This is an optimization exercise on Yosys and OpenROAD, whose aim is small area, a short achievable clock period and few clock cycles per item, not a production implementation. Function was checked by simulation only, so behaviour that the tests miss may differ from the original. Power is estimated from default activity; no workload was simulated.

Setup of build 29:
==> flow/design.v (excerpt) <==
module ahb_lite_fir_filter(
    input clk,
          n_rst,
    input logic hsel,
    input logic [3:0] haddr,
    input logic hsize,
    input logic [1:0] htrans,
    input logic hwrite,
    input logic [15:0] hwdata,
    output logic [15:0] hrdata,
    output logic hresp
);
    logic nonseq_wr, a15, ro, wr_req, rd_req;
    assign nonseq_wr = hwrite & (htrans == 2'b10);
    assign a15       = (haddr == 4'd15);
    assign ro        = (haddr[3:2] == 2'b00);
    assign hresp     = hsel & (a15 | (nonseq_wr & ro));
    assign wr_req    = hsel & nonseq_wr & ~ro & ~a15;
    assign rd_req    = hsel & ~nonseq_wr & ~a15;
    localparam int K = 9;                   
    localparam int L = 15 - K;              
    logic          wr_pend;
    logic [2:0]    wr_pair;
    logic [15:0]   smp, c0, c1, c2, c3;     
    logic [7:0]    r14, r15;                
    logic [15:0]   f0, f1, f2, f3;          
    logic [15:0]   h1, h2;                  
    logic          samp_pend;               
    logic [1:0]    seq;                     
    logic          k_t0, k_t2, k_t1, k_t3;  
    logic [15:0]   s1s, s1c;                
    logic          s1k;                     
    localparam int M = (18 - K) / 2;        
    logic [M-1:0]  bo_neg, bo_one, bo_two;  
    logic [15:0]   b2;                      
    logic [17:0]   ap;                      
    logic          apw;
    logic [17:0]   nb;                      
    logic [1:0]    nbc;
    logic [16:0]   res;                     
    logic          resw;
    logic          err;
    logic          smp_v, h1_v, h2_v, r_v, acc_v, res_v;
    logic [3:0]    c_v, f_v;
    logic wr_smp, wr_c0, wr_c1, wr_c2, wr_c3, wr_r14;
    assign wr_smp = wr_pend & (wr_pair == 3'd2);
    assign wr_c0  = wr_pend & (wr_pair == 3'd3);
    assign wr_c1  = wr_pend & (wr_pair == 3'd4);
    assign wr_c2  = wr_pend & (wr_pair == 3'd5);
    assign wr_c3  = wr_pend & (wr_pair == 3'd6);
  ...
Size in the first run: about 1800 cells after synthesis, about 44 I/O pins, about 0.021 sq mm of cells after synthesis.
export LEC_CHECK = 0
export ABC_CLOCK_PERIOD_IN_PS = 5500
export CAP_MARGIN = 20
export CORE_MARGIN = 2
export CORE_UTILIZATION = 40
export GPL_TIMING_DRIVEN = 0
export SLEW_MARGIN = 20
create_clock -name core_clock -period 12.0 [get_ports {clk}]
standard.sh (not shown) runs the stock make flow with config.mk's settings and CLKGATE_MAP_FILE= SYNTH_SCRIPT=/design/flow/synth_recipe.tcl, a recipe that flattens the netlist after the stock synthesis.
==> flow/flow/run.sh <==
#!/bin/bash
# The standard layout (its synthesis script, registers unchanged), with:
#  - no ABC pass inside yosys's generic synth before the adders are extracted
#    (SYNTH_ARGS=-noabc), so the hand-built adder trees reach extract_fa as
#    written, without inverters around every full adder; ABC still maps the
#    logic afterwards as usual,
#  - timing repair aimed at a setup slack margin (a shorter achieved period
#    than the 12 ns constraint), and
#  - port buffers of a regular buffer cell, and
#  - clock tree synthesis without dummy loads (capacitive cells that only balance
#    the tree).
# The clock and constraints are the standard flow's own.
set -euo pipefail
MARGIN=${MARGIN:-6.5}
bash standard.sh "SYNTH_ARGS=-noabc" "SETUP_SLACK_MARGIN=$MARGIN" \
    "BUFFER_PORTS_ARGS=-buffer_cell sky130_fd_sc_hd__buf_2" \
    "CTS_ARGS=-sink_clustering_enable -repair_clock_nets -dont_use_dummy_load -sink_clustering_size 22 -sink_clustering_max_diameter 100" finish > standard_flow.log 2>&1
Build 29 went all the way through synthesis, placement and routing and the layout is clean on timing, DRC and antenna.
Testbench counts of build 29, summed over its fixed seeds: cycles 2,064, samples 512.
Changes in build 81 relative to build 29:
Settings: GPL_TIMING_DRIVEN no longer set, was 0.
-- flow/flow/run.sh --
<<< build 29, line 14
MARGIN=${MARGIN:-6.5}
>>> build 81, line 14
MARGIN=${MARGIN:-6.7}
--- outcome ---
Build 81 reached the final stage; the timing, DRC and antenna checks on its layout passed.
Aggregate global-route resource usage down 0.45 points in build 81 wrt build 29
Reported for build 29 and build 81, basic-gate share of the synthesized area counting and, or, nand and nor cells turned out identical to the last digit.
The maximum frequency number comes out lower for build 29 vs build 81.
In build 81, the met2 layer usage reported by global route came out 1.3 points above the value in build 29.
The inputs of build 78 differ from those of build 81 as listed below.
-- flow/flow/run.sh --
<<< build 81, line 14
MARGIN=${MARGIN:-6.7}
>>> build 78, line 14
MARGIN=${MARGIN:-6.5}
<<< build 81, line 16
    "BUFFER_PORTS_ARGS=-buffer_cell sky130_fd_sc_hd__buf_2" \
>>> build 78, line 16
    "BUFFER_PORTS_ARGS=-buffer_cell sky130_fd_sc_hd__buf_4" \
[summary]
- Per the comparison of build 78 with build 81, critical path's largest stage delay up 0.06 ns; met3 wire length down about 18%; setup slack down 0.044 ns.
- Overall via count from detail_route: build 78 lower than build 81
- Build 78 — arrival time at the worst endpoint 0.04 ns higher, build 81 as reference
- Per the comparison of build 78 with build 81, leakage power of the design now smaller; total iterations of the first detailed-routing run now larger.
- Re total of hold buffers inserted after clock tree synthesis: no difference whatsoever between build 78 and build 81.
- Comparing the two runs side by side, build 78 comes out ahead of build 81 on power consumption.
- Highest fanout seen on the critical path | build 78 above build 81
- Against build 81, build 78 reports a pin count of the biggest net entering global routing that is lower.
- Build 78: full flow OK, the timing, DRC and antenna checks passed
Changes in build 53 relative to build 78:
-- flow/flow/run.sh --
<<< build 78, line 14
MARGIN=${MARGIN:-6.5}
>>> build 53, line 14
MARGIN=${MARGIN:-6.2}
<<< build 78, line 16
    "BUFFER_PORTS_ARGS=-buffer_cell sky130_fd_sc_hd__buf_4" \
>>> build 53, line 16
    "BUFFER_PORTS_ARGS=-buffer_cell sky130_fd_sc_hd__buf_2" \
Notes after the runs:
Changes observed in build 53 relative to build 78: register-to-register slack dropped 0.33 ns, met2 track demand over resource has decreased. Looking at clock network fraction of design power, build 53 sits above build 78. Diff build 78..build 53 | cell count | negligible. Against build 78, wire length reported by the detailed router in build 53 fell slightly. Average routed wire per standard cell went down slightly going from build 78 to build 53.
Setup changes, build 53 to build 13
Settings: an added ABC_AREA of 1.
-- flow/flow/run.sh --
<<< build 53, line 14
MARGIN=${MARGIN:-6.2}
>>> build 13, line 14
MARGIN=${MARGIN:-6.5}
## What came out
Overall power of the completed layout: lower on build 53
Delta (build 13 minus build 53): critical path depth went up 3; synthesized cell count went up 363; met1 usage held.
Of the two values seen for slowest cell on the critical path, sky130_fd_sc_hd__buf_2 was produced by build 13 and sky130_fd_sc_hd__and3_4 by build 53.
Switching share of power delta for build 13 relative to build 53: 2.5 points higher
Measured against build 53, the first-pass GRT wire length of build 13 comes out at 1.06 times the reference value.
Largest fanout on the critical path is higher on build 53
Row worst hold slack: build 13 higher / build 53 lower
Sort build 53 and build 13 by layout overhead on the synthesized area, descending, and build 13 comes first.
Input changes introduced in build 37 (baseline for comparison: build 13):
Settings: ABC_AREA no longer set, was 1.
-- flow/flow/run.sh --
<<< build 13, line 8
#    than the 12 ns constraint), and
#  - port buffers of a regular buffer cell, and
>>> build 37, line 8
#    than the 12 ns constraint),
#  - port buffers of a regular buffer cell (every port still gets one), and
<<< build 13, line 11
#    the tree).
>>> build 37, line 11
#    the tree) and with sink clusters of up to 22 flip-flops.
# make's output goes to standard_flow.log; each ORFS step keeps its own log
# under orfs/logs/.
--- outcome ---
Build 37 — fraction of final layout cells sized beyond drive strength 1 1.8 points higher, build 13 as reference
Going from build 13 to build 37, post-synthesis instance area decreased about 3.4%, slack of the critical path higher.

what the ideal ports hide:
The flow's constraints put no driver on any port. The routed layouts listed below were extracted and timed again, unchanged, in two steps. Step 1 (the two cells are an assumption about what drives the block):
set clk [get_ports {clk}]
set_driving_cell -lib_cell sky130_fd_sc_hd__clkbuf_16 $clk
set_driving_cell -lib_cell sky130_fd_sc_hd__buf_2 [delete_from_list [all_inputs] $clk]
Step 2 adds t to the input delays and takes it off the output delays; t is the mean of the earliest and latest rising clock arrival at the registers after step 1. Input paths then give back, and output paths get back, about the clock's delay inside the block. Three values: ideal ports, drivers, drivers and shift; two values: the first two.
run	t (ns)	setup WS [ns]	worst setup path after step 2	cell pins on the clock port's net
build 29	0.577	6.465 / 6.412 / 6.166	input to register	1
build 81	0.570	6.593 / 6.537 / 6.356	input to register	1
build 78	0.577	6.549 / 6.500 / 6.284	input to register	1
build 53	0.575	6.298 / 6.277 / 6.107	input to register	1
build 13	0.588	6.491 / 6.423 / 6.123	input to register	1
build 37	0.571	6.548 / 6.500 / 6.262	input to register	1
After both steps setup and hold are still met in every run listed. For build 13, which loses most, drivers alone change the setup slack by -0.068 ns; drivers and shift together by -0.368 ns.
